This is an optimization exercise on Yosys and OpenROAD, whose aim is small area, a short achievable clock period and few clock cycles per item, not a production implementation.
No run shown here included a check of the RTL's function; only the layout flow was run.
Power is estimated from default activity; no workload was simulated.

### design/flow/flow/run.sh
#!/bin/bash
# The standard layout (the standard.sh), with two changes:
#  - synthesis maps additions to ordinary logic cells (ADDER_MAP_FILE empty,
#    so Yosys does not extract full/half-adder cells); registers are unchanged;
#  - the port buffers that placement inserts are the smallest buffer cell,
#    sky130_fd_sc_hd__buf_1, instead of the one OpenROAD picks by default.
#    Every input and output port still gets its buffer.
# Full output in standard.log.
set -euo pipefail
export ADDER_MAP_FILE=
export BUFFER_PORTS_ARGS="-buffer_cell sky130_fd_sc_hd__buf_1"
bash standard.sh > standard.log 2>&1
### design/flow/constraint.sdc
create_clock -name core_clock -period 5.5 [get_ports {clk_i}]
set_input_delay 1.1000 -clock core_clock [delete_from_list [all_inputs] [get_ports {clk_i}]]
set_output_delay 1.1000 -clock core_clock [all_outputs]
set_load 0.01 [all_outputs]
### design/flow/design.v
module cordic #(
    parameter int Width = 16
) (
    input  logic             clk_i,
    input  logic             rst_i,
    input  logic             start_cordic_i,
    input  logic [Width-1:0] x0_i,
    input  logic [Width-1:0] y0_i,
    input  logic [Width-1:0] z0_i,
    output logic [Width-1:0] xn_o,
    output logic [Width-1:0] yn_o,
    output logic [Width-1:0] zn_o,
    output logic             done_tick_cordic_o
);
  function automatic logic [15:0] atan(input logic [3:0] i);
    case (i)
      4'd0: atan = 16'h2D00;
      4'd1: atan = 16'h1A91;
      4'd2: atan = 16'h0E09;
      4'd3: atan = 16'h0720;
      4'd4: atan = 16'h0394;
      4'd5: atan = 16'h01CA;
      4'd6: atan = 16'h00E5;
      4'd7: atan = 16'h0073;
      4'd8: atan = 16'h0039;
      4'd9: atan = 16'h001D;
      4'd10: atan = 16'h000E;
      4'd11: atan = 16'h0007;
      4'd12: atan = 16'h0004;
      4'd13: atan = 16'h0002;
      4'd14: atan = 16'h0001;
      default: atan = 16'h0000;
    endcase
  endfunction
  logic [15:0] x_q, y_q, z_q;
  logic        busy_q;   
  logic        done_q;
  logic neg;
  assign neg = z_q[15];
  logic [15:0] xi, yi;   
  logic negx_q, posy_q;
  assign xi = x_q ^ {16{~posy_q}};
  assign yi = y_q ^ {16{~negx_q}};
  logic [15:0] xs, ys, az;
  logic [3:0] lo_q, hi_q;
  logic [3:0] loy_q, hiy_q;   
  logic       last;
  assign last = hi_q[3] & lo_q[2];
  logic [15:0] xl, yl;
  always_comb begin
    xl = 16'd0;
    yl = 16'd0;
    for (int i = 0; i < 4; i++) begin
      xl = xl | ({16{lo_q[i]}} & 16'($signed(xi) >>> i));
      yl = yl | ({16{loy_q[i]}} & 16'($signed(yi) >>> i));
    end
    xs = 16'd0;
    ys = 16'd0;
    for (int i = 0; i < 4; i++) begin
      xs = xs | ({16{hi_q[i]}} & 16'($signed(xl) >>> (4 * i)));
      ys = ys | ({16{hiy_q[i]}} & 16'($signed(yl) >>> (4 * i)));
    end
    az = 16'd0;
    for (int i = 0; i < 15; i++) begin
      az = az | ({16{hi_q[i/4] & lo_q[i%4]}} & atan(i));
    end
  end
  logic [15:0] x_d, y_d, z_d, azi;
  logic        cx, cy, cz;
  assign cx  = ~negx_q & busy_q;
  assign cy  = ~posy_q & busy_q;
  assign cz  = ~neg & busy_q;
  assign azi = az ^ {16{~neg & busy_q}};
  logic [16:0] x_g0, x_p0;
  assign x_g0 = {x_q & ys, cx};
  assign x_p0 = {x_q ^ ys, 1'b0};
  logic x_g0_, x_p0_;
  assign x_g0_ = x_g0[1] | (x_p0[1] & x_g0[0]);
  assign x_p0_ = x_p0[1] & x_p0[0];
  logic x_g1_, x_p1_;
  assign x_g1_ = x_g0[3] | (x_p0[3] & x_g0[2]);
  assign x_p1_ = x_p0[3] & x_p0[2];
  logic x_g2_, x_p2_;
  assign x_g2_ = x_g0[5] | (x_p0[5] & x_g0[4]);
  assign x_p2_ = x_p0[5] & x_p0[4];
  logic x_g3_, x_p3_;
  assign x_g3_ = x_g0[7] | (x_p0[7] & x_g0[6]);
  assign x_p3_ = x_p0[7] & x_p0[6];
  logic x_g4_, x_p4_;
  assign x_g4_ = x_g0[9] | (x_p0[9] & x_g0[8]);
  assign x_p4_ = x_p0[9] & x_p0[8];
  logic x_g5_, x_p5_;
  assign x_g5_ = x_g0[11] | (x_p0[11] & x_g0[10]);
  assign x_p5_ = x_p0[11] & x_p0[10];
  logic x_g6_, x_p6_;
  assign x_g6_ = x_g0[13] | (x_p0[13] & x_g0[12]);
  assign x_p6_ = x_p0[13] & x_p0[12];
  logic x_g7_, x_p7_;
  assign x_g7_ = x_g0[15] | (x_p0[15] & x_g0[14]);
  assign x_p7_ = x_p0[15] & x_p0[14];
  logic x_g8_, x_p8_;
  assign x_g8_ = x_g0[2] | (x_p0[2] & x_g0_);
  assign x_p8_ = x_p0[2] & x_p0_;
  logic x_g9_, x_p9_;
  assign x_g9_ = x_g1_ | (x_p1_ & x_g0_);
  assign x_p9_ = x_p1_ & x_p0_;
  logic x_g10_, x_p10_;
  assign x_g10_ = x_g0[6] | (x_p0[6] & x_g2_);
  assign x_p10_ = x_p0[6] & x_p2_;
  logic x_g11_, x_p11_;
  assign x_g11_ = x_g3_ | (x_p3_ & x_g2_);
  assign x_p11_ = x_p3_ & x_p2_;
  logic x_g12_, x_p12_;
  assign x_g12_ = x_g0[10] | (x_p0[10] & x_g4_);
  assign x_p12_ = x_p0[10] & x_p4_;
  logic x_g13_, x_p13_;
  assign x_g13_ = x_g5_ | (x_p5_ & x_g4_);
  assign x_p13_ = x_p5_ & x_p4_;
  logic x_g14_, x_p14_;
  assign x_g14_ = x_g0[14] | (x_p0[14] & x_g6_);
  assign x_p14_ = x_p0[14] & x_p6_;
  logic x_g15_, x_p15_;
  assign x_g15_ = x_g7_ | (x_p7_ & x_g6_);
  assign x_p15_ = x_p7_ & x_p6_;
  logic x_g16_, x_p16_;
  assign x_g16_ = x_g0[4] | (x_p0[4] & x_g9_);
  assign x_p16_ = x_p0[4] & x_p9_;
  logic x_g17_, x_p17_;
  assign x_g17_ = x_g2_ | (x_p2_ & x_g9_);
  assign x_p17_ = x_p2_ & x_p9_;
  logic x_g18_, x_p18_;
  assign x_g18_ = x_g10_ | (x_p10_ & x_g9_);
  assign x_p18_ = x_p10_ & x_p9_;
  logic x_g19_, x_p19_;
  assign x_g19_ = x_g11_ | (x_p11_ & x_g9_);
  assign x_p19_ = x_p11_ & x_p9_;
  logic x_g20_, x_p20_;
  assign x_g20_ = x_g0[12] | (x_p0[12] & x_g13_);
  assign x_p20_ = x_p0[12] & x_p13_;
  logic x_g21_, x_p21_;
  assign x_g21_ = x_g6_ | (x_p6_ & x_g13_);
  assign x_p21_ = x_p6_ & x_p13_;
  logic x_g22_, x_p22_;
  assign x_g22_ = x_g14_ | (x_p14_ & x_g13_);
  assign x_p22_ = x_p14_ & x_p13_;
  logic x_g23_, x_p23_;
  assign x_g23_ = x_g15_ | (x_p15_ & x_g13_);
  assign x_p23_ = x_p15_ & x_p13_;
  logic x_g24_, x_p24_;
  assign x_g24_ = x_g0[8] | (x_p0[8] & x_g19_);
  assign x_p24_ = x_p0[8] & x_p19_;
  logic x_g25_, x_p25_;
  assign x_g25_ = x_g4_ | (x_p4_ & x_g19_);
  assign x_p25_ = x_p4_ & x_p19_;
  logic x_g26_, x_p26_;
  assign x_g26_ = x_g12_ | (x_p12_ & x_g19_);
  assign x_p26_ = x_p12_ & x_p19_;
  logic x_g27_, x_p27_;
  assign x_g27_ = x_g13_ | (x_p13_ & x_g19_);
  assign x_p27_ = x_p13_ & x_p19_;
  logic x_g28_, x_p28_;
  assign x_g28_ = x_g20_ | (x_p20_ & x_g19_);
  assign x_p28_ = x_p20_ & x_p19_;
  logic x_g29_, x_p29_;
  assign x_g29_ = x_g21_ | (x_p21_ & x_g19_);
  assign x_p29_ = x_p21_ & x_p19_;
  logic x_g30_, x_p30_;
  assign x_g30_ = x_g22_ | (x_p22_ & x_g19_);
  assign x_p30_ = x_p22_ & x_p19_;
  logic x_g31_, x_p31_;
  assign x_g31_ = x_g23_ | (x_p23_ & x_g19_);
  assign x_p31_ = x_p23_ & x_p19_;
  logic x_g32_, x_p32_;
  assign x_g32_ = x_g0[16] | (x_p0[16] & x_g31_);
  assign x_p32_ = x_p0[16] & x_p31_;
  assign x_d[0] = x_p0[1] ^ x_g0[0];
  assign x_d[1] = x_p0[2] ^ x_g0_;
  assign x_d[2] = x_p0[3] ^ x_g8_;
  assign x_d[3] = x_p0[4] ^ x_g9_;
  assign x_d[4] = x_p0[5] ^ x_g16_;
  assign x_d[5] = x_p0[6] ^ x_g17_;
  assign x_d[6] = x_p0[7] ^ x_g18_;
  assign x_d[7] = x_p0[8] ^ x_g19_;
  assign x_d[8] = x_p0[9] ^ x_g24_;
  assign x_d[9] = x_p0[10] ^ x_g25_;
  assign x_d[10] = x_p0[11] ^ x_g26_;
  assign x_d[11] = x_p0[12] ^ x_g27_;
  assign x_d[12] = x_p0[13] ^ x_g28_;
  assign x_d[13] = x_p0[14] ^ x_g29_;
  assign x_d[14] = x_p0[15] ^ x_g30_;
  assign x_d[15] = x_p0[16] ^ x_g31_;
  logic [16:0] y_g0, y_p0;
  assign y_g0 = {y_q & xs, cy};
  assign y_p0 = {y_q ^ xs, 1'b0};
  logic y_g0_, y_p0_;
  assign y_g0_ = y_g0[1] | (y_p0[1] & y_g0[0]);
  assign y_p0_ = y_p0[1] & y_p0[0];
  logic y_g1_, y_p1_;
  assign y_g1_ = y_g0[3] | (y_p0[3] & y_g0[2]);
  assign y_p1_ = y_p0[3] & y_p0[2];
  logic y_g2_, y_p2_;
  assign y_g2_ = y_g0[5] | (y_p0[5] & y_g0[4]);
  assign y_p2_ = y_p0[5] & y_p0[4];
  logic y_g3_, y_p3_;
  assign y_g3_ = y_g0[7] | (y_p0[7] & y_g0[6]);
  assign y_p3_ = y_p0[7] & y_p0[6];
  logic y_g4_, y_p4_;
  assign y_g4_ = y_g0[9] | (y_p0[9] & y_g0[8]);
  assign y_p4_ = y_p0[9] & y_p0[8];
  logic y_g5_, y_p5_;
  assign y_g5_ = y_g0[11] | (y_p0[11] & y_g0[10]);
  assign y_p5_ = y_p0[11] & y_p0[10];
  logic y_g6_, y_p6_;
  assign y_g6_ = y_g0[13] | (y_p0[13] & y_g0[12]);
  assign y_p6_ = y_p0[13] & y_p0[12];
  logic y_g7_, y_p7_;
  assign y_g7_ = y_g0[15] | (y_p0[15] & y_g0[14]);
  assign y_p7_ = y_p0[15] & y_p0[14];
  logic y_g8_, y_p8_;
  assign y_g8_ = y_g0[2] | (y_p0[2] & y_g0_);
  assign y_p8_ = y_p0[2] & y_p0_;
  logic y_g9_, y_p9_;
  assign y_g9_ = y_g1_ | (y_p1_ & y_g0_);
  assign y_p9_ = y_p1_ & y_p0_;
  logic y_g10_, y_p10_;
  assign y_g10_ = y_g0[6] | (y_p0[6] & y_g2_);
  assign y_p10_ = y_p0[6] & y_p2_;
  logic y_g11_, y_p11_;
  assign y_g11_ = y_g3_ | (y_p3_ & y_g2_);
  assign y_p11_ = y_p3_ & y_p2_;
  logic y_g12_, y_p12_;
  assign y_g12_ = y_g0[10] | (y_p0[10] & y_g4_);
  assign y_p12_ = y_p0[10] & y_p4_;
  logic y_g13_, y_p13_;
  assign y_g13_ = y_g5_ | (y_p5_ & y_g4_);
  assign y_p13_ = y_p5_ & y_p4_;
  logic y_g14_, y_p14_;
  assign y_g14_ = y_g0[14] | (y_p0[14] & y_g6_);
  assign y_p14_ = y_p0[14] & y_p6_;
  logic y_g15_, y_p15_;
  assign y_g15_ = y_g7_ | (y_p7_ & y_g6_);
  assign y_p15_ = y_p7_ & y_p6_;
  logic y_g16_, y_p16_;
  assign y_g16_ = y_g0[4] | (y_p0[4] & y_g9_);
  assign y_p16_ = y_p0[4] & y_p9_;
  logic y_g17_, y_p17_;
  assign y_g17_ = y_g2_ | (y_p2_ & y_g9_);
  assign y_p17_ = y_p2_ & y_p9_;
  logic y_g18_, y_p18_;
  assign y_g18_ = y_g10_ | (y_p10_ & y_g9_);
  assign y_p18_ = y_p10_ & y_p9_;
  logic y_g19_, y_p19_;
  assign y_g19_ = y_g11_ | (y_p11_ & y_g9_);
  assign y_p19_ = y_p11_ & y_p9_;
  logic y_g20_, y_p20_;
  assign y_g20_ = y_g0[12] | (y_p0[12] & y_g13_);
  assign y_p20_ = y_p0[12] & y_p13_;
  logic y_g21_, y_p21_;
  assign y_g21_ = y_g6_ | (y_p6_ & y_g13_);
  assign y_p21_ = y_p6_ & y_p13_;
  logic y_g22_, y_p22_;
  assign y_g22_ = y_g14_ | (y_p14_ & y_g13_);
  assign y_p22_ = y_p14_ & y_p13_;
  logic y_g23_, y_p23_;
  assign y_g23_ = y_g15_ | (y_p15_ & y_g13_);
  assign y_p23_ = y_p15_ & y_p13_;
  logic y_g24_, y_p24_;
  assign y_g24_ = y_g0[8] | (y_p0[8] & y_g19_);
  assign y_p24_ = y_p0[8] & y_p19_;
  logic y_g25_, y_p25_;
  assign y_g25_ = y_g4_ | (y_p4_ & y_g19_);
  assign y_p25_ = y_p4_ & y_p19_;
  logic y_g26_, y_p26_;
  assign y_g26_ = y_g12_ | (y_p12_ & y_g19_);
  assign y_p26_ = y_p12_ & y_p19_;
  logic y_g27_, y_p27_;
  assign y_g27_ = y_g13_ | (y_p13_ & y_g19_);
  assign y_p27_ = y_p13_ & y_p19_;
  logic y_g28_, y_p28_;
  assign y_g28_ = y_g20_ | (y_p20_ & y_g19_);
  assign y_p28_ = y_p20_ & y_p19_;
  logic y_g29_, y_p29_;
  assign y_g29_ = y_g21_ | (y_p21_ & y_g19_);
  assign y_p29_ = y_p21_ & y_p19_;
  logic y_g30_, y_p30_;
  assign y_g30_ = y_g22_ | (y_p22_ & y_g19_);
  assign y_p30_ = y_p22_ & y_p19_;
  logic y_g31_, y_p31_;
  assign y_g31_ = y_g23_ | (y_p23_ & y_g19_);
  assign y_p31_ = y_p23_ & y_p19_;
  logic y_g32_, y_p32_;
  assign y_g32_ = y_g0[16] | (y_p0[16] & y_g31_);
  assign y_p32_ = y_p0[16] & y_p31_;
  assign y_d[0] = y_p0[1] ^ y_g0[0];
  assign y_d[1] = y_p0[2] ^ y_g0_;
  assign y_d[2] = y_p0[3] ^ y_g8_;
  assign y_d[3] = y_p0[4] ^ y_g9_;
  assign y_d[4] = y_p0[5] ^ y_g16_;
  assign y_d[5] = y_p0[6] ^ y_g17_;
  assign y_d[6] = y_p0[7] ^ y_g18_;
  assign y_d[7] = y_p0[8] ^ y_g19_;
  assign y_d[8] = y_p0[9] ^ y_g24_;
  assign y_d[9] = y_p0[10] ^ y_g25_;
  assign y_d[10] = y_p0[11] ^ y_g26_;
  assign y_d[11] = y_p0[12] ^ y_g27_;
  assign y_d[12] = y_p0[13] ^ y_g28_;
  assign y_d[13] = y_p0[14] ^ y_g29_;
  assign y_d[14] = y_p0[15] ^ y_g30_;
  assign y_d[15] = y_p0[16] ^ y_g31_;
  logic [16:0] z_g0, z_p0;
  assign z_g0 = {z_q & azi, cz};
  assign z_p0 = {z_q ^ azi, 1'b0};
  logic z_g0_, z_p0_;
  assign z_g0_ = z_g0[1] | (z_p0[1] & z_g0[0]);
  assign z_p0_ = z_p0[1] & z_p0[0];
  logic z_g1_, z_p1_;
  assign z_g1_ = z_g0[3] | (z_p0[3] & z_g0[2]);
  assign z_p1_ = z_p0[3] & z_p0[2];
  logic z_g2_, z_p2_;
  assign z_g2_ = z_g0[5] | (z_p0[5] & z_g0[4]);
  assign z_p2_ = z_p0[5] & z_p0[4];
  logic z_g3_, z_p3_;
  assign z_g3_ = z_g0[7] | (z_p0[7] & z_g0[6]);
  assign z_p3_ = z_p0[7] & z_p0[6];
  logic z_g4_, z_p4_;
  assign z_g4_ = z_g0[9] | (z_p0[9] & z_g0[8]);
  assign z_p4_ = z_p0[9] & z_p0[8];
  logic z_g5_, z_p5_;
  assign z_g5_ = z_g0[11] | (z_p0[11] & z_g0[10]);
  assign z_p5_ = z_p0[11] & z_p0[10];
  logic z_g6_, z_p6_;
  assign z_g6_ = z_g0[13] | (z_p0[13] & z_g0[12]);
  assign z_p6_ = z_p0[13] & z_p0[12];
  logic z_g7_, z_p7_;
  assign z_g7_ = z_g0[15] | (z_p0[15] & z_g0[14]);
  assign z_p7_ = z_p0[15] & z_p0[14];
  logic z_g8_, z_p8_;
  assign z_g8_ = z_g1_ | (z_p1_ & z_g0_);
  assign z_p8_ = z_p1_ & z_p0_;
  logic z_g9_, z_p9_;
  assign z_g9_ = z_g3_ | (z_p3_ & z_g2_);
  assign z_p9_ = z_p3_ & z_p2_;
  logic z_g10_, z_p10_;
  assign z_g10_ = z_g5_ | (z_p5_ & z_g4_);
  assign z_p10_ = z_p5_ & z_p4_;
  logic z_g11_, z_p11_;
  assign z_g11_ = z_g7_ | (z_p7_ & z_g6_);
  assign z_p11_ = z_p7_ & z_p6_;
  logic z_g12_, z_p12_;
  assign z_g12_ = z_g9_ | (z_p9_ & z_g8_);
  assign z_p12_ = z_p9_ & z_p8_;
  logic z_g13_, z_p13_;
  assign z_g13_ = z_g11_ | (z_p11_ & z_g10_);
  assign z_p13_ = z_p11_ & z_p10_;
  logic z_g14_, z_p14_;
  assign z_g14_ = z_g13_ | (z_p13_ & z_g12_);
  assign z_p14_ = z_p13_ & z_p12_;
  logic z_g15_, z_p15_;
  assign z_g15_ = z_g10_ | (z_p10_ & z_g12_);
  assign z_p15_ = z_p10_ & z_p12_;
  logic z_g16_, z_p16_;
  assign z_g16_ = z_g2_ | (z_p2_ & z_g8_);
  assign z_p16_ = z_p2_ & z_p8_;
  logic z_g17_, z_p17_;
  assign z_g17_ = z_g4_ | (z_p4_ & z_g12_);
  assign z_p17_ = z_p4_ & z_p12_;
  logic z_g18_, z_p18_;
  assign z_g18_ = z_g6_ | (z_p6_ & z_g15_);
  assign z_p18_ = z_p6_ & z_p15_;
  logic z_g19_, z_p19_;
  assign z_g19_ = z_g0[2] | (z_p0[2] & z_g0_);
  assign z_p19_ = z_p0[2] & z_p0_;
  logic z_g20_, z_p20_;
  assign z_g20_ = z_g0[4] | (z_p0[4] & z_g8_);
  assign z_p20_ = z_p0[4] & z_p8_;
  logic z_g21_, z_p21_;
  assign z_g21_ = z_g0[6] | (z_p0[6] & z_g16_);
  assign z_p21_ = z_p0[6] & z_p16_;
  logic z_g22_, z_p22_;
  assign z_g22_ = z_g0[8] | (z_p0[8] & z_g12_);
  assign z_p22_ = z_p0[8] & z_p12_;
  logic z_g23_, z_p23_;
  assign z_g23_ = z_g0[10] | (z_p0[10] & z_g17_);
  assign z_p23_ = z_p0[10] & z_p17_;
  logic z_g24_, z_p24_;
  assign z_g24_ = z_g0[12] | (z_p0[12] & z_g15_);
  assign z_p24_ = z_p0[12] & z_p15_;
  logic z_g25_, z_p25_;
  assign z_g25_ = z_g0[14] | (z_p0[14] & z_g18_);
  assign z_p25_ = z_p0[14] & z_p18_;
  logic z_g26_, z_p26_;
  assign z_g26_ = z_g0[16] | (z_p0[16] & z_g14_);
  assign z_p26_ = z_p0[16] & z_p14_;
  assign z_d[0] = z_p0[1] ^ z_g0[0];
  assign z_d[1] = z_p0[2] ^ z_g0_;
  assign z_d[2] = z_p0[3] ^ z_g19_;
  assign z_d[3] = z_p0[4] ^ z_g8_;
  assign z_d[4] = z_p0[5] ^ z_g20_;
  assign z_d[5] = z_p0[6] ^ z_g16_;
  assign z_d[6] = z_p0[7] ^ z_g21_;
  assign z_d[7] = z_p0[8] ^ z_g12_;
  assign z_d[8] = z_p0[9] ^ z_g22_;
  assign z_d[9] = z_p0[10] ^ z_g17_;
  assign z_d[10] = z_p0[11] ^ z_g23_;
  assign z_d[11] = z_p0[12] ^ z_g15_;
  assign z_d[12] = z_p0[13] ^ z_g24_;
  assign z_d[13] = z_p0[14] ^ z_g18_;
  assign z_d[14] = z_p0[15] ^ z_g25_;
  assign z_d[15] = z_p0[16] ^ z_g14_;
  always_ff @(posedge clk_i) begin
    if (start_cordic_i) begin
      x_q <= x0_i;
      y_q <= y0_i;
      z_q <= z0_i;
      negx_q <= z0_i[15];
      posy_q <= ~z0_i[15];
    end else begin
      x_q <= x_d;
      y_q <= y_d;
      z_q <= z_d;
      negx_q <= z_d[15];
      posy_q <= ~z_d[15];
    end
  end
  always_ff @(posedge clk_i, posedge rst_i) begin
    if (rst_i) begin
      lo_q   <= 4'd0;
      hi_q   <= 4'd0;
      loy_q  <= 4'd0;
      hiy_q  <= 4'd0;
      busy_q <= 1'b0;
      done_q <= 1'b0;
    end else begin
      if (start_cordic_i) begin
        lo_q <= 4'd1;
        hi_q <= 4'd1;
      end else if (last) begin
        lo_q <= 4'd0;
        hi_q <= 4'd0;
      end else begin
        lo_q <= {lo_q[2:0], lo_q[3]};
        if (lo_q[3]) hi_q <= {hi_q[2:0], 1'b0};
      end
      if (start_cordic_i) begin
        loy_q <= 4'd1;
        hiy_q <= 4'd1;
      end else if (!busy_q || last) begin
        loy_q <= 4'd0;
        hiy_q <= 4'd0;
      end else begin
        loy_q <= {loy_q[2:0], loy_q[3]};
        if (loy_q[3]) hiy_q <= {hiy_q[2:0], 1'b0};
      end
      busy_q <= start_cordic_i || (busy_q && !last);
      done_q <= busy_q && last && !start_cordic_i;
    end
  end
  assign xn_o = x_q;
  assign yn_o = y_q;
  assign zn_o = z_q;
  assign done_tick_cordic_o = done_q;
endmodule
### design/flow/standard.sh
#!/bin/bash
# synth_recipe.tcl (not shown) runs the flow's synth.tcl, then flattens the netlist and writes it again
# the make line also repeats each setting of config.mk as NAME=value (left out here)
make -C /OpenROAD-flow-scripts/flow DESIGN_CONFIG=/design/flow/config.mk WORK_HOME=/design/flow/orfs CLKGATE_MAP_FILE= SYNTH_SCRIPT=/design/flow/synth_recipe.tcl "${@:-finish}"
### design/flow/config.mk
export PLATFORM = sky130hd
export DESIGN_NAME = cordic
export DESIGN_NICKNAME = cordic
export VERILOG_FILES = /design/flow/design.v
export SDC_FILE = /design/flow/constraint.sdc
export NUM_CORES = 4
export LEC_CHECK = 0
export ABC_AREA = 1
export CAP_MARGIN = 20
export CORE_MARGIN = 2
export CORE_UTILIZATION = 40
export SETUP_SLACK_MARGIN = 2.6
export SLEW_MARGIN = 20
==> metrics.cfg, run 1 <==
[setup_path]
critPathKind = reg -> reg
cp-end-kind = flop
rrSetupSlack_ns = 2.77
reg2reg_to = x_q[12]
ff2ff_path_depth = 20
crit_end = x_q[12]
required_ns = 5.74
cp-start-kind = flop
cp_max_fo = 13
arrival_ns = 2.97
startpoint = z_q[15]
r2r_start = z_q[15]

[logic_synthesis]
ys_seq_area_share_pct = 21.1
async_reset_ff_share_pct = 26.9
synth_mux_area_share_pct = 0
synth-compound-area-share_pct = 9.70
synth_top_family_by_area = simple AND/OR/NAND/NOR gates
yosys_warnings = 1
synth_area_um2 = 6800
synth_edf_count = 0
synthAdderAreaFrac_pct = 0
synth_area_leader_cell = nand2_1
synth_seq_cells = 67
yosysMostFrequentCell = nand2_1
yosysTopAreaCellShare_pct = 27.8
yosys.cell_types.count = 34
syn_nets = 1348
synthTopCellsByArea = nand2_1 28%, dfxtp_1 14%, nand3_1 13%
yosys-top-cells-count = 504 x nand2_1, 178 x nand3_1, 151 x inv_1
ys.flop_type = dfxtp_1
synth-xor-area-share_pct = 3.87
synthSimpleGateAreaFrac_pct = 53.7
syn_area_per_cell_um2 = 5.24
syn_inst = 1297

[clock_tree]
cts.reportedPaths.clkPinSlew_ns = 0.06
clkLatencyLatePin_ns = 0.35
cts-buffers-inserted = 9
clock-sinks = 67
cts-root-buf = clkbuf_16
h-tree-depth = 3
ctsHoldBuffers = 0
cts_buffer_depth = 2
cts_tree = yes

[die]
core_um2 = 16600
die_height_um = 134
start_util_pct = 41.0
rows = 47
dieArea_um2 = 18000
die-width_um = 134
top_level_ports = 100

[route]
vias = 8178
wl_per_cell_um = 13.7
viasPerCell = 5.10
wirelength_um = 21900
drc = 0
ant_nets = 0
drtIter0Drc = 487
dr.pass1.iters = 5

[cells_and_area]
finalNonFillerCells = 1604
diodes = 0
multi_input_area_um2 = 4600
regArea_um2 = 1460
nets = 1430
final_util_pct = 46.6
syn_to_final_growth_pct = 13.8
num-fill-cells = 1876
drive_gt1_share_pct = 5.92
final_area_um2 = 7730

[placed_design]
globalplace.congestion = 0.955
place_ws_ns = 1.99
hpwl_um = 16700
port_buffers = 99
postPlaceCellArea_um2 = 7260
dp.cells = 1577

[grt]
grt.total_usage_pct = 24.4
grt_first_pass_wirelength_um = 35100
grt_pass1_vias = 7447
antenna_found_initial = 0
grt_remaining_overflow = 0
grt_start_max_net_pins = 61

[run]
drv_cap = 0

[timing]
fin_setup_tns_ns = 0
clock_skew_ns = 0.00825
slew_headroom_pct = 50.2
report.final.slew_viol_count = 0
worstMarginPinSlew_ns = 0.747
fin_crit_ns = 2.73
worst_slack_ns = 2.77
post-route-period-util_pct = 49.6
rsz0062_at_grt = true
finalHoldViolCount = 0
max_freq_ghz = 0.367
finalSetupViolations = 0

[run_status]
status = finished clean

[worst_hold_path]
hp-class = reg -> reg
hold_depth = 2

[power_and_ir_drop]
p_leak_uw = 0.00426
power.density_nw_per_um2 = 686
max-vdd-ir-drop_v = 0.000274

==> layout make-up <==
class                      count  area share, %
multi-input combinational   1031           59.4
sequential                    67           18.9
inverter                     158           7.86
timing repair buffer         111           6.20
clock buffer                  14           3.82
tap                          220           3.56
clock inverter                 2          0.194
timing repair inverter         1         0.0647
==> worst min-delay path by stage <==
stage	start	to	slack [ns]
after global routing	z_q[0]	z_q[0]	0.55
after CTS	z_q[0]	z_q[0]	0.53
after global placement	z_q[0]	z_q[0]	0.51
final	z_q[0]	z_q[0]	0.53
after floorplan	z_q[0]	z_q[0]	0.53
after detailed placement	z_q[0]	z_q[0]	0.52
==> critical path, stage by stage, from the launching register on <==
cell,delay [ns]
dfxtp_4,0.48
buf_6,0.21
nand2_1,0.07
nand3_1,0.07
nand2_1,0.06
nor2_1,0.28
nor2_1,0.07
a21oi_1,0.32
nand2_1,0.09
nand2_1,0.09
nand2_1,0.07
inv_1,0.07
nand2_1,0.07
nor2_1,0.12
nand2_2,0.11
nand2_4,0.11
nand2_1,0.10
nand2_1,0.07
nand2_1,0.04
nand3_1,0.06
nand2_1,0.05
==> layout by cell type (no fill, tap or decap), types with 3 or more instances in the layout <==
| master | synthesis | layout |
|---|---|---|
| dfrtp_4 | 0 | 4 |
| xor2_1 | 18 | 18 |
| inv_2 | 7 | 6 |
| buf_1 | 2 | 98 |
| nand2_2 | 8 | 11 |
| clkbuf_16 | 0 | 10 |
| a21oi_1 | 29 | 29 |
| nand4_1 | 15 | 15 |
| buf_4 | 8 | 10 |
| dfrtp_1 | 18 | 10 |
| nor2_2 | 6 | 11 |
| o21ai_1 | 21 | 21 |
| a21boi_0 | 4 | 4 |
| dfxtp_1 | 49 | 47 |
| clkinvlp_4 | 0 | 4 |
| xnor2_1 | 12 | 12 |
| nor2_1 | 150 | 144 |
| or2_2 | 4 | 4 |
| nor3_1 | 5 | 5 |
| nand2_1 | 504 | 501 |
| nand3_1 | 178 | 178 |
| o21ai_0 | 54 | 54 |
| and2_1 | 3 | 3 |
| a31oi_1 | 4 | 4 |
| inv_1 | 151 | 148 |
| clkbuf_8 | 0 | 3 |
| dfrtp_2 | 0 | 4 |
==> timing repair <==
action | CTS | global route
pin swaps | 0 | 3
resized for setup | 5 | 28
cloned | 0 | 1
setup buffers | 0 | 10
setup endpoints to repair | 37 | 34
==> flip-flops by register name, indices dropped and copies added, names as in the netlist, 4 cells and up <==
name / count
loy_q: 4
y_q: 16
hiy_q: 4
z_q: 16
lo_q: 4
hi_q: 4
x_q: 16
==> metrics by stage <==
| step | total power, uW | hold slack [ns] |
|---|---|---|
| 3_5_place_dp | 4620 | 0.522 |
| 4_1_cts | 5260 | 0.534 |
| 2_1_floorplan | 3780 | 0.529 |
| 5_1_grt | 5930 | 0.548 |
| 6_report | 5300 | 0.530 |
| 3_3_place_gp | 4570 | 0.509 |
==> layer usage <==
metal	GRT usage, %	vias up	wire length, um
li1	-	4248	-
met1	31.2	3661	9760
met2	40.2	224	10200
met3	4.42	45	1270
met4	10.6	0	652
met5	0	-	0
==> power breakdown <==
part           total (uW)  internal (uW)  switching, uW
clock network         610            370            240
registers            1000            696            304
logic                3690           1250           2450
==> cell families after synthesis <==
family,Yosys count
DFF,67
and+or+nand+nor,878
buffers and inverters,199
AOI/OAI and AO/OA,123
xor gates and xnor gates,30
==> run 2, diff against run 1 <==
==> design/flow/run.sh (new file) <==
#!/bin/bash
# synth_recipe.tcl (not shown) runs the flow's synth.tcl, then flattens the netlist and writes it again
# the make line also repeats each setting of config.mk as NAME=value (left out here)
make -C /OpenROAD-flow-scripts/flow DESIGN_CONFIG=/design/flow/config.mk WORK_HOME=/design/flow/orfs CLKGATE_MAP_FILE= SYNTH_SCRIPT=/design/flow/synth_recipe.tcl finish
--- a/design/flow/config.mk
+++ b/design/flow/config.mk
@@ -9,5 +9,5 @@
 export CAP_MARGIN = 20
 export CORE_MARGIN = 2
 export CORE_UTILIZATION = 40
-export SETUP_SLACK_MARGIN = 2.6
+export SETUP_SLACK_MARGIN = 2.0
 export SLEW_MARGIN = 20
removed: design/flow/flow/run.sh
removed: design/flow/standard.sh
==> run 2 against run 1 <==
Net effect: still clean; register-to-register slack lost 0.52 ns; flip-flop and latch count is the same; fmax shrank 16%; global-route usage shrank 1.6 points; critical path type unchanged; critical endpoint is now z_q[13]; largest cell class unchanged.
==> metrics.cfg, run 2 <==
[run_status]
status = finished clean

[route]
drc = 0  ; unchanged
viasPerCell = 5.26  ; +3.1%
dr.pass1.iters = 5  ; unchanged
wl_per_cell_um = 15.7  ; +15%
wirelength_um = 18000  ; -18%
vias = 6052  ; -26%
ant_nets = 0  ; unchanged
drtIter0Drc = 452  ; -7.2%

[timing]
clock_skew_ns = 0.0106  ; +0.00236 ns
finalHoldViolCount = 0  ; unchanged
rsz0062_at_grt = true
slew_headroom_pct = 49.7  ; -0.45 points
finalSetupViolations = 0  ; unchanged
max_freq_ghz = 0.308  ; -16%
whs_ns = 0.545  ; +0.0146 ns
fin_setup_tns_ns = 0  ; unchanged
worstMarginPinSlew_ns = 0.753  ; +0.00668 ns
report.final.slew_viol_count = 0  ; unchanged
post-route-period-util_pct = 59.1  ; +9.5 points
fin_crit_ns = 3.25  ; +0.523 ns

[worst_hold_path]
hp-class = reg -> reg

[cells_and_area]
reg_top3 = x_q x16, y_q x16, z_q x16
most-common-layout-cells = 248 x nand2_1, 98 x clkdlybuf4s50_1, 91 x inv_1
drive_gt1_share_pct = 6.72  ; +0.80 points
final_common_cell = nand2_1
num-fill-cells = 1501  ; -20%
syn_to_final_growth_pct = 22.5
diodes = 0  ; unchanged
nets = 1070  ; -25%

[die]
rows = 44  ; -6.4%
die_height_um = 127  ; -5.4%
die-width_um = 127  ; -5.4%
dieArea_um2 = 16100  ; -11%
start_util_pct = 41.4  ; +0.40 points
core_um2 = 14600  ; -12%
top_level_ports = 100  ; unchanged

[setup_path]
arrival_ns = 3.52  ; +0.55 ns
cp_max_fo = 14  ; +1
cp-end-kind = flop
required_ns = 5.77  ; +0.03 ns
critPathKind = reg -> reg
cp-start-kind = flop

[clock_tree]
cts.reportedPaths.clkPinSlew_ns = 0.06  ; about the same
clock-sinks = 67  ; unchanged
cts-buffers-inserted = 9  ; unchanged
cts-root-buf = clkbuf_16
cts_buffer_depth = 2  ; unchanged
cts_tree = yes
h-tree-depth = 3  ; unchanged
ctsHoldBuffers = 0  ; unchanged
clkLatencyLatePin_ns = 0.35  ; about the same

[run]
drv_cap = 0  ; unchanged

[logic_synthesis]
syn_area_per_cell_um2 = 6.88  ; +31%
synth_area_leader_cell = dfxtp_1
yosys-top-cells-count = 248 x nand2_1, 92 x inv_1, 61 x nor2_1
synth_seq_cells = 67  ; unchanged
ys.flop_type = dfxtp_1
async_reset_ff_share_pct = 26.9  ; unchanged
yosys.cell_types.count = 49  ; +44%
yosys_warnings = 1  ; unchanged
yosysMostFrequentCell = nand2_1
syn_nets = 989  ; -27%
synth_edf_count = 0  ; unchanged
yosysTopAreaCellShare_pct = 16.2  ; -12 points
synthTopCellsByArea = dfxtp_1 16%, nand2_1 15%, ha_1 8.7%
synth_area_um2 = 6060  ; -11%
ys_seq_area_share_pct = 23.6  ; +2.6 points
syn_inst = 881  ; -32%

[placed_design]
globalplace.congestion = 0.936  ; -1.9%
hpwl_um = 13900  ; -17%
port_buffers = 99  ; unchanged

[power_and_ir_drop]
max-vdd-ir-drop_v = 0.000286  ; +4.5%
p_leak_uw = 0.00359  ; -16%
power.density_nw_per_um2 = 713  ; +4.0%

[grt]
grt.total_usage_pct = 22.7  ; -1.6 points
antenna_found_initial = 0  ; unchanged
grt_pass1_vias = 5599  ; -25%
grt_first_pass_wirelength_um = 29000  ; -17%
grt_start_max_net_pins = 45  ; -26%
grt_remaining_overflow = 0  ; unchanged

run 2: changes by cell type in the layout (fill, tap and decap cells not counted), moves of 57 or more:
cell	previous run	this run
buf_1	98	0
clkdlybuf4s50_1	0	98
inv_1	148	91
nand2_1	501	248
nand3_1	178	34
nor2_1	144	61
run 2: what timing repair did:
action                     4_1_cts  5_1_grt
setup endpoints to repair        8       15
hold endpoints to repair         0        0
buffers inserted                 0        2
gates resized for setup          1        6
pin swaps                        0        1
run 2: area by class of cell:
class / count / area, um2 / share of cell area (%)
clock inverter: 1 / 5.00 / 0.0674
multi-input combinational: 682 / 4060 / 54.7
sequential: 67 / 1440 / 19.4
timing repair buffer: 103 / 1020 / 13.7
tap: 184 / 230 / 3.10
inverter: 99 / 375 / 5.05
clock buffer: 15 / 298 / 4.01
run 2: stage by stage:
stage	instance area [um2]	total power, uW	utilization, %	setup WS [ns]	std cells
floorplan	6060	3570	-	2.48	881
global placement	7090	4660	48.4	1.90	1133
detailed placement	7090	4660	48.4	1.81	1133
CTS	7400	5280	50.5	2.07	1149
global route	7430	5870	50.7	1.95	1151
finish	7430	5300	50.7	2.25	1151
run 2: per-layer routing:
metal / track usage [%] / wire [um] / vias to the layer above
met2: 34.9 / 7780 / 197
met3: 3.73 / 841 / 22
met5: 0 / 0 / -
met4: 8.02 / 298 / 0
met1: 32.4 / 9100 / 2738
li1: - / - / 3095
run 2: worst paths after layout:
check                        start       end  slack, ns  cells after the start
max                        hi_q[2]   z_q[13]       2.25                     13
min                         z_q[0]    z_q[0]       0.54                      2
min in group asynchronous    rst_i  loy_q[3]       1.19                      2
max reg2reg                hi_q[2]   z_q[13]       2.25                     13
min reg2reg                 z_q[0]    z_q[0]       0.54                      2
max in group asynchronous    rst_i   lo_q[3]       3.79                      2
run 2: cell families after synthesis:
logic type	Yosys count	synth area share [%]
simple gates	409	29.6
compound gates	177	18.0
buf+inv	132	9.42
flops	67	23.6
fa+ha+maj	57	13.6
xor+xnor	39	5.76
run 2: power breakdown:
part	internal [uW]	switching, uW	total (uW)
registers	701	282	983
clock network	367	229	595
logic	1580	2140	3720
run 2: worst max-delay path, stage by stage (launching register included):
cell and delay, ns:
dfrtp_1 0.63, nand2_1 0.18, nand4_1 0.13, a21oi_1 0.06
xor2_1 0.17, ha_1 0.34, a21oi_1 0.22, nor2_1 0.06
a211oi_1 0.32, nand2_4 0.13, a21oi_2 0.19, o21a_1 0.15
fa_1 0.42, o21ai_0 0.16
==> run 3, diff against run 2 <==
--- a/design/flow/config.mk
+++ b/design/flow/config.mk
@@ -9,5 +9,5 @@
 export CAP_MARGIN = 20
 export CORE_MARGIN = 2
 export CORE_UTILIZATION = 40
-export SETUP_SLACK_MARGIN = 2.0
+export SETUP_SLACK_MARGIN = 2.4
 export SLEW_MARGIN = 20
==> run 3 against run 2 <==
Net effect: via count grew 4.5%; routed wire length grew 3.6%; largest cell class unchanged; total power increased by 8.1%; die area stayed put; synthesized area unchanged; critical path type unchanged; largest power group unchanged; critical path depth did not move; worst hold slack better by 0.013 ns; global-route usage up 0.13 points; flip-flop and latch count unchanged; still clean.
==> metrics.cfg, run 3 <==
[logic_synthesis]
yosys_warnings = 1  ; unchanged
yosysMostFrequentCell = nand2_1
synthTopCellsByArea = dfxtp_1 16%, nand2_1 15%, ha_1 8.7%
syn_area_per_cell_um2 = 6.88  ; unchanged
yosys-top-cells-count = 248 x nand2_1, 92 x inv_1, 61 x nor2_1
synth_seq_cells = 67  ; unchanged
syn_nets = 989  ; unchanged
async_reset_ff_share_pct = 26.9  ; unchanged
synth_area_leader_cell = dfxtp_1
synth_area_um2 = 6060  ; unchanged
ys_seq_area_share_pct = 23.6  ; unchanged
ys.flop_type = dfxtp_1
syn_inst = 881  ; unchanged
synth_edf_count = 0  ; unchanged
yosysTopAreaCellShare_pct = 16.2  ; unchanged
yosys.cell_types.count = 49  ; unchanged

[worst_hold_path]
hp-class = reg -> reg

[setup_path]
cp-start-kind = flop
required_ns = 5.76  ; about the same
crit_slowest_cell = dfrtp_2
arrival_ns = 3.24  ; -0.28 ns
cp-end-kind = flop
cp_max_fo = 8  ; -6
path_cells = nand2_4 -> nand4_1 -> a21oi_2 -> xor2_1 -> ha_1 -> a21oi_2 -> nor2_1 -> a211oi_2 -> nand2_4 -> a21oi_4 -> o21a_1 -> fa_1 -> o21ai_0
critPathKind = reg -> reg
cpPeakStageDelay_ns = 0.50  ; -0.13 ns

[timing]
worst_slack_ns = 2.52  ; +0.276 ns
fin_setup_tns_ns = 0  ; unchanged
report.final.slew_viol_count = 0  ; unchanged
post-route-period-util_pct = 54.1  ; -5.0 points
clock_skew_ns = 0.0103  ; -0.000290 ns
finalHoldViolCount = 0  ; unchanged
slew_headroom_pct = 50.0  ; +0.29 points
finalSetupViolations = 0  ; unchanged
rsz0062_at_grt = true
fin_crit_ns = 2.98  ; -0.276 ns
max_freq_ghz = 0.336  ; +9.3%
worstMarginPinSlew_ns = 0.749  ; -0.00437 ns

[cells_and_area]
diodes = 0  ; unchanged
drive_gt1_share_pct = 16.1  ; +9.4 points
final_util_pct = 54.7  ; +4.0 points
syn_to_final_growth_pct = 32.3
final_area_um2 = 8020  ; +8.0%
nets = 1110  ; +3.7%
finalNonFillerCells = 1191  ; +3.5%
final_common_cell = nand2_1
most-common-layout-cells = 236 x nand2_1, 98 x clkdlybuf4s50_1, 84 x inv_1
reg_top3 = x_q x16, y_q x16, z_q x16

[die]
dieArea_um2 = 16100  ; unchanged
core_um2 = 14600  ; unchanged
die-width_um = 127  ; unchanged
rows = 44  ; unchanged
die_height_um = 127  ; unchanged
top_level_ports = 100  ; unchanged
start_util_pct = 41.4  ; unchanged

[grt]
grt_remaining_overflow = 0  ; unchanged
grt_first_pass_wirelength_um = 29200  ; +0.71%
grt_pass1_vias = 5623  ; +0.43%
grt_start_max_net_pins = 45  ; unchanged
grt.total_usage_pct = 22.9  ; +0.13 points
antenna_found_initial = 0  ; unchanged

[clock_tree]
clock-sinks = 67  ; unchanged
cts-root-buf = clkbuf_16
cts.reportedPaths.clkPinSlew_ns = 0.06  ; about the same
h-tree-depth = 3  ; unchanged
cts-buffers-inserted = 9  ; unchanged
cts_buffer_depth = 2  ; unchanged
cts_tree = yes
ctsHoldBuffers = 0  ; unchanged
clkLatencyLatePin_ns = 0.35  ; about the same

[power_and_ir_drop]
power.density_nw_per_um2 = 714  ; +0.11%
max-vdd-ir-drop_v = 0.000290  ; +1.3%
p_leak_uw = 0.00385  ; +7.3%

[run]
drv_cap = 0  ; unchanged

[route]
wirelength_um = 18700  ; +3.6%
ant_nets = 0  ; unchanged
wl_per_cell_um = 15.7  ; +0.11%
drtIter0Drc = 506  ; +12%
vias = 6322  ; +4.5%
viasPerCell = 5.31  ; +0.95%
drc = 0  ; unchanged
dr.pass1.iters = 5  ; unchanged

[placed_design]
port_buffers = 99  ; unchanged
globalplace.congestion = 0.936  ; unchanged
postPlaceCellArea_um2 = 7090  ; unchanged
hpwl_um = 13900  ; unchanged
place_ws_ns = 1.81  ; unchanged
dp.cells = 1133  ; unchanged

[run_status]
status = finished clean

run 3: logic make-up (layout without fill, tap and decap cells):
group	count (synthesis)	count (layout)	share of synthesized area (%)
and+or+nand+nor	409	409	29.6
AOI/OAI and AO/OA	177	177	18.0
buffers and inverters	132	258	9.42
DFF	67	67	23.6
adders and majority gates	57	57	13.6
xor gates and xnor gates	39	39	5.76
run 3: worst paths after layout:
check	cells after the start	slack, ns	to	from
worst max-delay path	13	2.52	z_q[13]	hi_q[1]
worst min-delay path	2	0.56	z_q[0]	z_q[0]
worst max register to register	13	2.52	z_q[13]	hi_q[1]
worst min register to register	2	0.56	z_q[0]	z_q[0]
max in group asynchronous	2	3.78	lo_q[0]	rst_i
min in group asynchronous	2	1.19	loy_q[3]	rst_i
run 3: what timing repair did:
item | 4_1_cts | 5_1_grt
setup buffers | 5 | 36
gates resized for setup | 21 | 69
gates cloned | 0 | 1
setup endpoints to repair | 37 | 23
endpoints found under the hold margin | 0 | 0
pin swaps | 0 | 35
run 3: layer usage:
metal / up-vias / global-route usage (%) / wire (um)
met5: - / 0 / 0
met2: 221 / 35.2 / 8240
met3: 26 / 3.60 / 1060
li1: 3174 / - / -
met4: 0 / 7.95 / 325
met1: 2901 / 32.7 / 9040
run 3: worst max-delay path: cells and delay by family, from the launching register on:
| family | cells | cell delay [ns] |
|---|---|---|
| compound gates | 6 | 1.05 |
| fa+ha+maj | 2 | 0.72 |
| flops | 1 | 0.50 |
| simple gates | 4 | 0.43 |
| xor+xnor | 1 | 0.18 |
run 3: area by class of cell:
cell class,instances,area (um2)
Fill cell,1428,6630
Inverter,99,403
Multi-Input combinational cell,682,4290
Clock inverter,1,5.00
Timing Repair inverter,1,7.51
Tap cell,184,230
Timing Repair Buffer,142,1340
Sequential cell,67,1450
Clock buffer,15,298
run 3: per-stage QoR:
stage	hold slack, ns	power, uW
after floorplan	0.507	3570
after CTS	0.548	5330
final	0.558	5720
after global routing	0.595	6300
after global placement	0.514	4660
after detailed placement	0.519	4660
run 3: power by group:
| group | switching [uW] | leakage (uW) | total (uW) | internal (uW) |
|---|---|---|---|---|
| Clock | 227 | 0.000152 | 594 | 367 |
| Sequential | 287 | 0.000627 | 990 | 703 |
| Combinational | 2300 | 0.00307 | 4140 | 1840 |
==> run 4, diff against run 3 <==
--- a/design/flow/design.v
+++ b/design/flow/design.v
@@ -38,12 +38,10 @@
   logic neg;
   assign neg = z_q[15];
   logic [15:0] xi, yi;   
-  logic negx_q, posy_q;
-  assign xi = x_q ^ {16{~posy_q}};
-  assign yi = y_q ^ {16{~negx_q}};
+  assign xi = x_q ^ {16{neg}};
+  assign yi = y_q ^ {16{~neg}};
   logic [15:0] xs, ys, az;
   logic [3:0] lo_q, hi_q;
-  logic [3:0] loy_q, hiy_q;   
   logic       last;
   assign last = hi_q[3] & lo_q[2];
   logic [15:0] xl, yl;
@@ -52,13 +50,13 @@
     yl = 16'd0;
     for (int i = 0; i < 4; i++) begin
       xl = xl | ({16{lo_q[i]}} & 16'($signed(xi) >>> i));
-      yl = yl | ({16{loy_q[i]}} & 16'($signed(yi) >>> i));
+      yl = yl | ({16{lo_q[i]}} & 16'($signed(yi) >>> i));
     end
     xs = 16'd0;
     ys = 16'd0;
     for (int i = 0; i < 4; i++) begin
       xs = xs | ({16{hi_q[i]}} & 16'($signed(xl) >>> (4 * i)));
-      ys = ys | ({16{hiy_q[i]}} & 16'($signed(yl) >>> (4 * i)));
+      ys = ys | ({16{hi_q[i]}} & 16'($signed(yl) >>> (4 * i)));
     end
     az = 16'd0;
     for (int i = 0; i < 15; i++) begin
@@ -67,8 +65,8 @@
   end
   logic [15:0] x_d, y_d, z_d, azi;
   logic        cx, cy, cz;
-  assign cx  = ~negx_q & busy_q;
-  assign cy  = ~posy_q & busy_q;
+  assign cx  = ~neg & busy_q;
+  assign cy  = neg & busy_q;
   assign cz  = ~neg & busy_q;
   assign azi = az ^ {16{~neg & busy_q}};
   logic [16:0] x_g0, x_p0;
@@ -412,22 +410,16 @@
       x_q <= x0_i;
       y_q <= y0_i;
       z_q <= z0_i;
-      negx_q <= z0_i[15];
-      posy_q <= ~z0_i[15];
     end else begin
       x_q <= x_d;
       y_q <= y_d;
       z_q <= z_d;
-      negx_q <= z_d[15];
-      posy_q <= ~z_d[15];
     end
   end
   always_ff @(posedge clk_i, posedge rst_i) begin
     if (rst_i) begin
       lo_q   <= 4'd0;
       hi_q   <= 4'd0;
-      loy_q  <= 4'd0;
-      hiy_q  <= 4'd0;
       busy_q <= 1'b0;
       done_q <= 1'b0;
     end else begin
@@ -441,16 +433,6 @@
         lo_q <= {lo_q[2:0], lo_q[3]};
         if (lo_q[3]) hi_q <= {hi_q[2:0], 1'b0};
       end
-      if (start_cordic_i) begin
-        loy_q <= 4'd1;
-        hiy_q <= 4'd1;
-      end else if (!busy_q || last) begin
-        loy_q <= 4'd0;
-        hiy_q <= 4'd0;
-      end else begin
-        loy_q <= {loy_q[2:0], loy_q[3]};
-        if (loy_q[3]) hiy_q <= {hiy_q[2:0], 1'b0};
-      end
       busy_q <= start_cordic_i || (busy_q && !last);
       done_q <= busy_q && last && !start_cordic_i;
     end
--- a/design/flow/config.mk
+++ b/design/flow/config.mk
@@ -9,5 +9,5 @@
 export CAP_MARGIN = 20
 export CORE_MARGIN = 2
 export CORE_UTILIZATION = 40
-export SETUP_SLACK_MARGIN = 2.4
+export SETUP_SLACK_MARGIN = 2.0
 export SLEW_MARGIN = 20
==> run 4 against run 3 <==
Net effect: first-iteration DRC count down 35%; sequential power down 12%; via count down 7.1%; cell count down 6.5%; synthesized cell count down 5.0%; count of clock-buffer cells in the layout down 6; utilization down 2.6 points; total power down 6.4%; critical path type unchanged.
==> metrics.cfg, run 4 <==
[logic_synthesis]
synthTopCellsByArea = dfxtp_1 17%, nand2_1 16%, ha_1 9.4%
synth_area_leader_cell = dfxtp_1
synth_edf_count = 0  ; unchanged
ys.flop_type = dfxtp_1
ys_seq_area_share_pct = 21.6  ; -2.0 points
synth_area_um2 = 5610  ; -7.4%
synth_seq_cells = 58  ; -13%
syn_inst = 837  ; -5.0%
yosys.cell_types.count = 48  ; -2.0%
yosysMostFrequentCell = nand2_1
syn_nets = 945  ; -4.4%
yosys-top-cells-count = 238 x nand2_1, 71 x inv_1, 71 x nor2_1
yosys_warnings = 1  ; unchanged
syn_area_per_cell_um2 = 6.71  ; -2.5%
yosysTopAreaCellShare_pct = 17.1  ; +0.93 points
async_reset_ff_share_pct = 17.2  ; -9.6 points

[placed_design]
hpwl_um = 12800  ; -7.5%
postPlaceCellArea_um2 = 6630  ; -6.5%
place_ws_ns = 1.65  ; -0.166 ns
port_buffers = 99  ; unchanged
globalplace.congestion = 0.972  ; +3.8%

[grt]
grt_remaining_overflow = 0  ; unchanged
grt_pass1_vias = 5382  ; -4.3%
antenna_found_initial = 0  ; unchanged
grt_first_pass_wirelength_um = 27500  ; -6.0%
grt_start_max_net_pins = 45  ; unchanged
grt.total_usage_pct = 23.8  ; +0.97 points

[cells_and_area]
num-fill-cells = 1451  ; +1.6%
reg_top3 = x_q x16, y_q x16, z_q x16
syn_to_final_growth_pct = 27.9
final_common_cell = nand2_1
nets = 1036  ; -6.7%
diodes = 0  ; unchanged
most-common-layout-cells = 231 x nand2_1, 98 x clkdlybuf4s50_1, 70 x nor2_1
drive_gt1_share_pct = 10.9  ; -5.2 points
final_area_um2 = 7180  ; -10%

[setup_path]
worst-path-buf-inv = 2  ; +2
ff2ff_path_depth = 15  ; +2
crit_family = compound AO/OA/AOI/OAI gates
cp_max_fo = 12  ; +4
path_cells = clkinvlp_4 -> o21ai_0 -> a21oi_1 -> o22ai_1 -> a21oi_1 -> o211ai_1 -> fa_1 -> nand3_1 -> nand3_2 -> nand4_1 -> o211ai_1 -> inv_1 -> fa_2 -> xor2_1 -> o21ai_0
required_ns = 5.72  ; -0.04 ns
cp-start-kind = flop
crit_slowest_cell = dfrtp_2
cp.depth = 15  ; +2
cp-end-kind = flop
cpPeakStageDelay_ns = 0.61  ; +0.11 ns
critPathKind = reg -> reg
arrival_ns = 3.53  ; +0.29 ns

[timing]
whs_ns = 0.535  ; -0.0225 ns
clock_skew_ns = 0.00311  ; -0.00720 ns
finalHoldViolCount = 0  ; unchanged
slew_headroom_pct = 36.5  ; -13 points
rsz0062_at_grt = false
fin_setup_tns_ns = 0  ; unchanged
worst_slack_ns = 2.19  ; -0.338 ns
post-route-period-util_pct = 60.2  ; +6.1 points
report.final.slew_viol_count = 0  ; unchanged
finalSetupViolations = 0  ; unchanged
max_freq_ghz = 0.302  ; -10%
fin_crit_ns = 3.31  ; +0.338 ns
worstMarginPinSlew_ns = 0.946  ; +0.197 ns

[power_and_ir_drop]
p_int_uw = 2680  ; -7.6%
power_uw = 5360  ; -6.4%
combPwrFrac_pct = 73.3  ; +1.0 points
max-vdd-ir-drop_v = 0.000331  ; +14%
p_seq_share_pct = 16.3  ; -1.0 points
p_sw_share_pct = 49.9  ; +0.66 points
power.density_nw_per_um2 = 746  ; +4.5%
power_switching_uw = 2670  ; -5.2%
power_frac_clock_pct = 10.3  ; about the same
p_leak_uw = 0.00339  ; -12%

[route]
dr.pass1.iters = 5  ; unchanged
wirelength_um = 17400  ; -6.6%
viasPerCell = 5.28  ; -0.57%
vias = 5874  ; -7.1%
drc = 0  ; unchanged
wl_per_cell_um = 15.7  ; about the same
drtIter0Drc = 329  ; -35%
ant_nets = 0  ; unchanged

[clock_tree]
h-tree-depth = 3  ; unchanged
cts_buffer_depth = 2  ; unchanged
cts-buffers-inserted = 9  ; unchanged
clkLatencyLatePin_ns = 0.35  ; about the same
cts-root-buf = clkbuf_16
cts_tree = yes
cts.reportedPaths.clkPinSlew_ns = 0.05  ; about the same
clock-sinks = 58  ; -13%

[die]
dieArea_um2 = 15000  ; -7.1%
die_height_um = 122  ; -3.6%
start_util_pct = 40.8  ; -0.63 points
core_um2 = 13800  ; -5.9%
rows = 43  ; -2.3%
top_level_ports = 100  ; unchanged
die-width_um = 122  ; -3.6%

[run_status]
status = finished clean

[worst_hold_path]
hp-class = reg -> reg
hold_depth = 2  ; unchanged

[run]
drv_cap = 0  ; unchanged

## run 4: cell types whose count changed after synthesis, moves of 8 or more
cell / change
dfrtp_1: -8
inv_1: -21
nand2_1: -10
nand2_2: -8
nand4_1: -12
nor2_1: +10
o22ai_1: +13
or2_2: +10
## run 4: power groups by stage
| stage | registers, uW | clock network, uW | logic (uW) |
|---|---|---|---|
| after floorplan | 873 | 0 | 2600 |
| final | 875 | 554 | 3930 |
| after CTS | 866 | 568 | 3760 |
| after global routing | 906 | 589 | 4450 |
| after detailed placement | 865 | 0 | 3670 |
| after global placement | 864 | 0 | 3680 |
## run 4: cell type report
class	instances	area, um2	area share [%]
Timing Repair Buffer	115	1120	15.6
Inverter	77	302	4.20
Multi-Input combinational cell	665	4010	55.9
Tap cell	180	225	3.14
Clock inverter	7	60.1	0.836
Sequential cell	58	1220	17.0
Timing Repair inverter	2	15.0	0.209
Clock buffer	9	225	3.14
## run 4: worst paths after layout
kind,start,to,slack [ns]
hold reg to reg,z_q[0],z_q[0],0.54
setup / recovery,lo_q[1],x_q[8],2.19
hold / removal,z_q[0],z_q[0],0.54
min in group asynchronous,rst_i,done_q,1.03
max in group asynchronous,rst_i,hi_q[1],4.17
setup reg to reg,lo_q[1],x_q[8],2.19
## run 4: worst reg2reg max path: stages (launching register included)
cell and delay, ns:
dfrtp_2 0.61, clkinvlp_4 0.36, o21ai_0 0.26, a21oi_1 0.06, o22ai_1 0.22, a21oi_1 0.08, o211ai_1 0.12, fa_1 0.26
nand3_1 0.10, nand3_2 0.09, nand4_1 0.09, o211ai_1 0.19, inv_1 0.14, fa_2 0.37, xor2_1 0.15, o21ai_0 0.08
## run 4: metrics by stage
stage / utilization (%) / instances
after floorplan: - / 837
after global placement: 48.1 / 1083
after detailed placement: 48.1 / 1083
after CTS: 50.8 / 1104
after global routing: 52.1 / 1113
final: 52.1 / 1113
## run 4: logic make-up after synthesis
| logic type | synth area share [%] |
|---|---|
| flops | 21.6 |
| buf+inv | 9.18 |
| compound gates | 18.3 |
| xor+xnor | 6.06 |
| fa+ha+maj | 14.7 |
| simple gates | 30.1 |
## run 4: layer usage
metal | up-vias | global-route usage (%) | part of all wire [%]
met5 | - | 0 | 0
met4 | 0 | 10.6 | 2.8
met3 | 32 | 4.79 | 6.8
met2 | 205 | 35.2 | 44
met1 | 2668 | 33.5 | 47
li1 | 2969 | - | -
## run 4: timing repair
item | in CTS | in global routing
pin swaps | 1 | 9
setup buffers | 4 | 8
endpoints found under the hold margin | 0 | 0
hold buffers | 0 | 0
setup endpoints to repair | 23 | 25
resized for setup | 12 | 37
gates cloned | 1 | 1
==> run 5, diff against run 4 <==
==> design/flow/design.v (replaced) <==
module cordic #(
    parameter int Width = 16
) (
    input  logic             clk_i,
    input  logic             rst_i,
    input  logic             start_cordic_i,
    input  logic [Width-1:0] x0_i,
    input  logic [Width-1:0] y0_i,
    input  logic [Width-1:0] z0_i,
    output logic [Width-1:0] xn_o,
    output logic [Width-1:0] yn_o,
    output logic [Width-1:0] zn_o,
    output logic             done_tick_cordic_o
);
  function automatic logic [15:0] atan(input logic [3:0] i);
    case (i)
      4'd0: atan = 16'h2D00;
      4'd1: atan = 16'h1A91;
      4'd2: atan = 16'h0E09;
      4'd3: atan = 16'h0720;
      4'd4: atan = 16'h0394;
      4'd5: atan = 16'h01CA;
      4'd6: atan = 16'h00E5;
      4'd7: atan = 16'h0073;
      4'd8: atan = 16'h0039;
      4'd9: atan = 16'h001D;
      4'd10: atan = 16'h000E;
      4'd11: atan = 16'h0007;
      4'd12: atan = 16'h0004;
      4'd13: atan = 16'h0002;
      4'd14: atan = 16'h0001;
      default: atan = 16'h0000;
    endcase
  endfunction
  logic [15:0] x_q, y_q, z_q;
  logic        busy_q;   
  logic        done_q;
  logic neg;
  assign neg = z_q[15];
  logic [15:0] xi, yi;   
  assign xi = x_q ^ {16{neg}};
  assign yi = y_q ^ {16{~neg}};
  logic [15:0] xs, ys, az;
  logic [3:0] lo_q, hi_q;
  logic       last;
  assign last = hi_q[3] & lo_q[2];
  logic [15:0] xl, yl;
  always_comb begin
    xl = 16'd0;
    yl = 16'd0;
    for (int i = 0; i < 4; i++) begin
      xl = xl | ({16{lo_q[i]}} & 16'($signed(xi) >>> i));
      yl = yl | ({16{lo_q[i]}} & 16'($signed(yi) >>> i));
    end
    xs = 16'd0;
    ys = 16'd0;
    for (int i = 0; i < 4; i++) begin
      xs = xs | ({16{hi_q[i]}} & 16'($signed(xl) >>> (4 * i)));
      ys = ys | ({16{hi_q[i]}} & 16'($signed(yl) >>> (4 * i)));
    end
    az = 16'd0;
    for (int i = 0; i < 15; i++) begin
      az = az | ({16{hi_q[i/4] & lo_q[i%4]}} & atan(i));
    end
  end
  logic [15:0] x_d, y_d, z_d, azi;
  logic        cx, cy, cz;
  assign cx  = ~neg & busy_q;
  assign cy  = neg & busy_q;
  assign cz  = ~neg & busy_q;
  assign azi = az ^ {16{~neg & busy_q}};
  logic [16:0] x_s;
  assign x_s = {x_q, 1'b1} + {ys, cx};
  assign x_d = x_s[16:1];
  logic [16:0] y_s;
  assign y_s = {y_q, 1'b1} + {xs, cy};
  assign y_d = y_s[16:1];
  logic [16:0] z_s;
  assign z_s = {z_q, 1'b1} + {azi, cz};
  assign z_d = z_s[16:1];
  always_ff @(posedge clk_i) begin
    if (start_cordic_i) begin
      x_q <= x0_i;
      y_q <= y0_i;
      z_q <= z0_i;
    end else begin
      x_q <= x_d;
      y_q <= y_d;
      z_q <= z_d;
    end
  end
  always_ff @(posedge clk_i, posedge rst_i) begin
    if (rst_i) begin
      lo_q   <= 4'd0;
      hi_q   <= 4'd0;
      busy_q <= 1'b0;
      done_q <= 1'b0;
    end else begin
      if (start_cordic_i) begin
        lo_q <= 4'd1;
        hi_q <= 4'd1;
      end else if (last) begin
        lo_q <= 4'd0;
        hi_q <= 4'd0;
      end else begin
        lo_q <= {lo_q[2:0], lo_q[3]};
        if (lo_q[3]) hi_q <= {hi_q[2:0], 1'b0};
      end
      busy_q <= start_cordic_i || (busy_q && !last);
      done_q <= busy_q && last && !start_cordic_i;
    end
  end
  assign xn_o = x_q;
  assign yn_o = y_q;
  assign zn_o = z_q;
  assign done_tick_cordic_o = done_q;
endmodule
==> run 5 against run 4 <==
Net effect: sequential power down 0.8%; final area grew 6.3%; critical path depth stayed put; clock skew up 0.00055 ns; clock power shrank 5.6%; first-iteration DRC count grew 78%; synthesized cell count up 16%; worst setup slack got worse by 0.029 ns; routed wire length grew 17%; worst hold slack improved by 0.16 ns; register-to-register slack worse by 0.03 ns; flip-flop and latch count did not move.
==> metrics.cfg, run 5 <==
[clock_tree]
cts_buffer_depth = 2  ; unchanged
cts_tree = yes
cts-buffers-inserted = 9  ; unchanged
cts-root-buf = clkbuf_16
clkLatencyLatePin_ns = 0.35  ; about the same
cts.reportedPaths.clkPinSlew_ns = 0.05  ; about the same
clock-sinks = 58  ; unchanged
h-tree-depth = 3  ; unchanged

[logic_synthesis]
yosys-top-cells-count = 312 x nand2_1, 72 x inv_1, 70 x a21oi_1
async_reset_ff_share_pct = 17.2  ; unchanged
yosysMostFrequentCell = nand2_1
ys_seq_area_share_pct = 19.6  ; -2.0 points
synthTopCellsByArea = nand2_1 19%, dfxtp_1 16%, ha_1 9.1%
ys.flop_type = dfxtp_1
syn_nets = 1067  ; +13%
synth_area_leader_cell = nand2_1
synth_area_um2 = 6180  ; +10%
yosys_warnings = 1  ; unchanged
synth_edf_count = 0  ; unchanged
yosysTopAreaCellShare_pct = 19.0  ; +1.8 points
synth_seq_cells = 58  ; unchanged
syn_area_per_cell_um2 = 6.38  ; -4.9%
syn_inst = 969  ; +16%
yosys.cell_types.count = 53  ; +10%

[die]
die-width_um = 128  ; +4.8%
start_util_pct = 40.8  ; +0.041 points
top_level_ports = 100  ; unchanged
dieArea_um2 = 16500  ; +9.7%
die_height_um = 128  ; +4.8%
rows = 45  ; +4.7%
core_um2 = 15100  ; +10%

[setup_path]
critPathKind = reg -> reg
cp-start-kind = flop
rrSetupSlack_ns = 2.16  ; -0.03 ns
cp_max_fo = 25  ; +13
startpoint = lo_q[2]
arrival_ns = 3.63  ; +0.10 ns
r2r_start = lo_q[2]
required_ns = 5.79  ; +0.07 ns
cp-end-kind = flop

[power_and_ir_drop]
power.density_nw_per_um2 = 812  ; +8.9%
p_leak_uw = 0.00359  ; +5.8%
power_uw = 6200  ; +16%
max-vdd-ir-drop_v = 0.000355  ; +7.2%

[cells_and_area]
final_common_cell = nand2_1
nets = 1154  ; +11%
final_util_pct = 50.4  ; -1.8 points
syn_to_final_growth_pct = 23.5
diodes = 0  ; unchanged
most-common-layout-cells = 312 x nand2_1, 98 x clkdlybuf4s50_1, 71 x inv_1
reg_top3 = x_q x16, y_q x16, z_q x16
drive_gt1_share_pct = 8.86  ; -2.1 points

[grt]
grt_remaining_overflow = 0  ; unchanged
grt_first_pass_wirelength_um = 32000  ; +16%
grt.total_usage_pct = 24.7  ; +0.89 points
antenna_found_initial = 0  ; unchanged
grt_pass1_vias = 6142  ; +14%
grt_start_max_net_pins = 38  ; -16%

[route]
dr.pass1.iters = 5  ; unchanged
viasPerCell = 5.42  ; +2.7%
vias = 6773  ; +15%
ant_nets = 0  ; unchanged
wirelength_um = 20400  ; +17%
drc = 0  ; unchanged
drtIter0Drc = 587  ; +78%
wl_per_cell_um = 16.3  ; +4.1%

[timing]
clock_skew_ns = 0.00367  ; +0.000553 ns
max_freq_ghz = 0.299  ; -0.86%
fin_setup_tns_ns = 0  ; unchanged
finalHoldViolCount = 0  ; unchanged
fin_crit_ns = 3.34  ; +0.0289 ns
rsz0062_at_grt = true
slew_headroom_pct = 55.4  ; +19 points
post-route-period-util_pct = 60.8  ; +0.53 points
report.final.slew_viol_count = 0  ; unchanged
whs_ns = 0.695  ; +0.160 ns
finalSetupViolations = 0  ; unchanged
worstMarginPinSlew_ns = 0.670  ; -0.277 ns

[placed_design]
hpwl_um = 15400  ; +20%
port_buffers = 99  ; unchanged
globalplace.congestion = 1.03  ; +5.8%

[worst_hold_path]
hp-class = reg -> reg
hp-start = z_q[14]

[run]
drv_cap = 0  ; unchanged

[run_status]
status = finished clean

[run 5: cell type report]
type | count | area (um2)
fill | 1566 | 7520
multi-input combinational | 791 | 4480
sequential | 58 | 1220
timing repair buffer | 114 | 1100
inverter | 82 | 319
clock buffer | 13 | 250
tap | 188 | 235
clock inverter | 3 | 15.0
[run 5: report_power, final]
part,internal (uW),switching (uW)
Combinational,1920,2880
Clock,315,209
Sequential,629,239
Total,2870,3330
[run 5: logic make-up (layout without fill, tap and decap cells)]
| family | Yosys count | in the layout | share of synthesized area (%) |
|---|---|---|---|
| simple gates | 496 | 496 | 35.0 |
| xor+xnor | 42 | 42 | 5.95 |
| compound gates | 206 | 206 | 21.0 |
| fa+ha+maj | 47 | 47 | 9.76 |
| flops | 58 | 58 | 19.6 |
| buf+inv | 120 | 212 | 8.65 |
[run 5: what timing repair did]
action                                 4_1_cts  5_1_grt
hold buffers                                 0        0
endpoints found under the hold margin        0        0
setup endpoints to repair                   24       23
setup buffers                                0       11
resized for setup                            6       16
pin swaps                                    0        4
[run 5: layer usage]
layer / track usage [%] / part of all wire, % / vias up
li1: - / - / 3414
met1: 34.2 / 46 / 3065
met2: 38.4 / 44 / 253
met3: 4.97 / 6.8 / 41
met4: 8.14 / 2.6 / 0
met5: 0 / 0 / -
[run 5: worst max-delay path: stages (launching register included)]
cell and delay, ns:
dfrtp_1 0.32, buf_4 0.32, clkinv_1 0.43, o2111ai_2 0.46, a21oi_1 0.12, o211ai_1 0.15, ha_1 0.33, a21oi_1 0.24
o21ai_4 0.11, a21oi_4 0.25, o21ai_4 0.11, a21oi_1 0.19, inv_1 0.06, nand2_1 0.05, nand3_1 0.06, nand2_1 0.07
[run 5: worst paths after layout]
| check | end | cells after the start |
|---|---|---|
| max | x_q[10] | 15 |
| min | z_q[14] | 4 |
| max reg2reg | x_q[10] | 15 |
| min reg2reg | z_q[14] | 4 |
| max in group asynchronous | lo_q[3] | 2 |
| min in group asynchronous | busy_q | 2 |
[run 5: stage by stage]
stage	cell area, um2	cells	setup slack, ns
floorplan	6180	969	2.81
global placement	7210	1222	1.75
detailed placement	7210	1222	1.66
CTS	7480	1238	2.05
global route	7630	1249	1.94
finish	7630	1249	2.16

[afterwards: timing with drivers on the ports]
The results above use ideal ports. As a check the final layouts listed here were re-extracted and re-timed, cells and wires unchanged.
Step 1 sets driving cells, clkbuf_16 on the clock port and buf_2 on the other inputs (assumed; they add their load-dependent delay and slew).
Step 2, shift: input delay + t, output delay - t, t = (earliest + latest rising clock arrival at the registers) / 2. This alone moves slack from input paths to output paths.
Slacks: ideal / step 1 / step 2; pairs: ideal / step 1.
run	shift t [ns]	setup WS [ns]
run 1	0.395	2.772 / 2.772 / 2.578
run 2	0.390	2.249 / 2.249 / 2.249
run 3	0.387	2.525 / 2.525 / 2.525
run 4	0.389	2.187 / 2.187 / 2.187
run 5	0.386	2.158 / 2.158 / 2.158
After both steps every run listed still meets setup and hold.
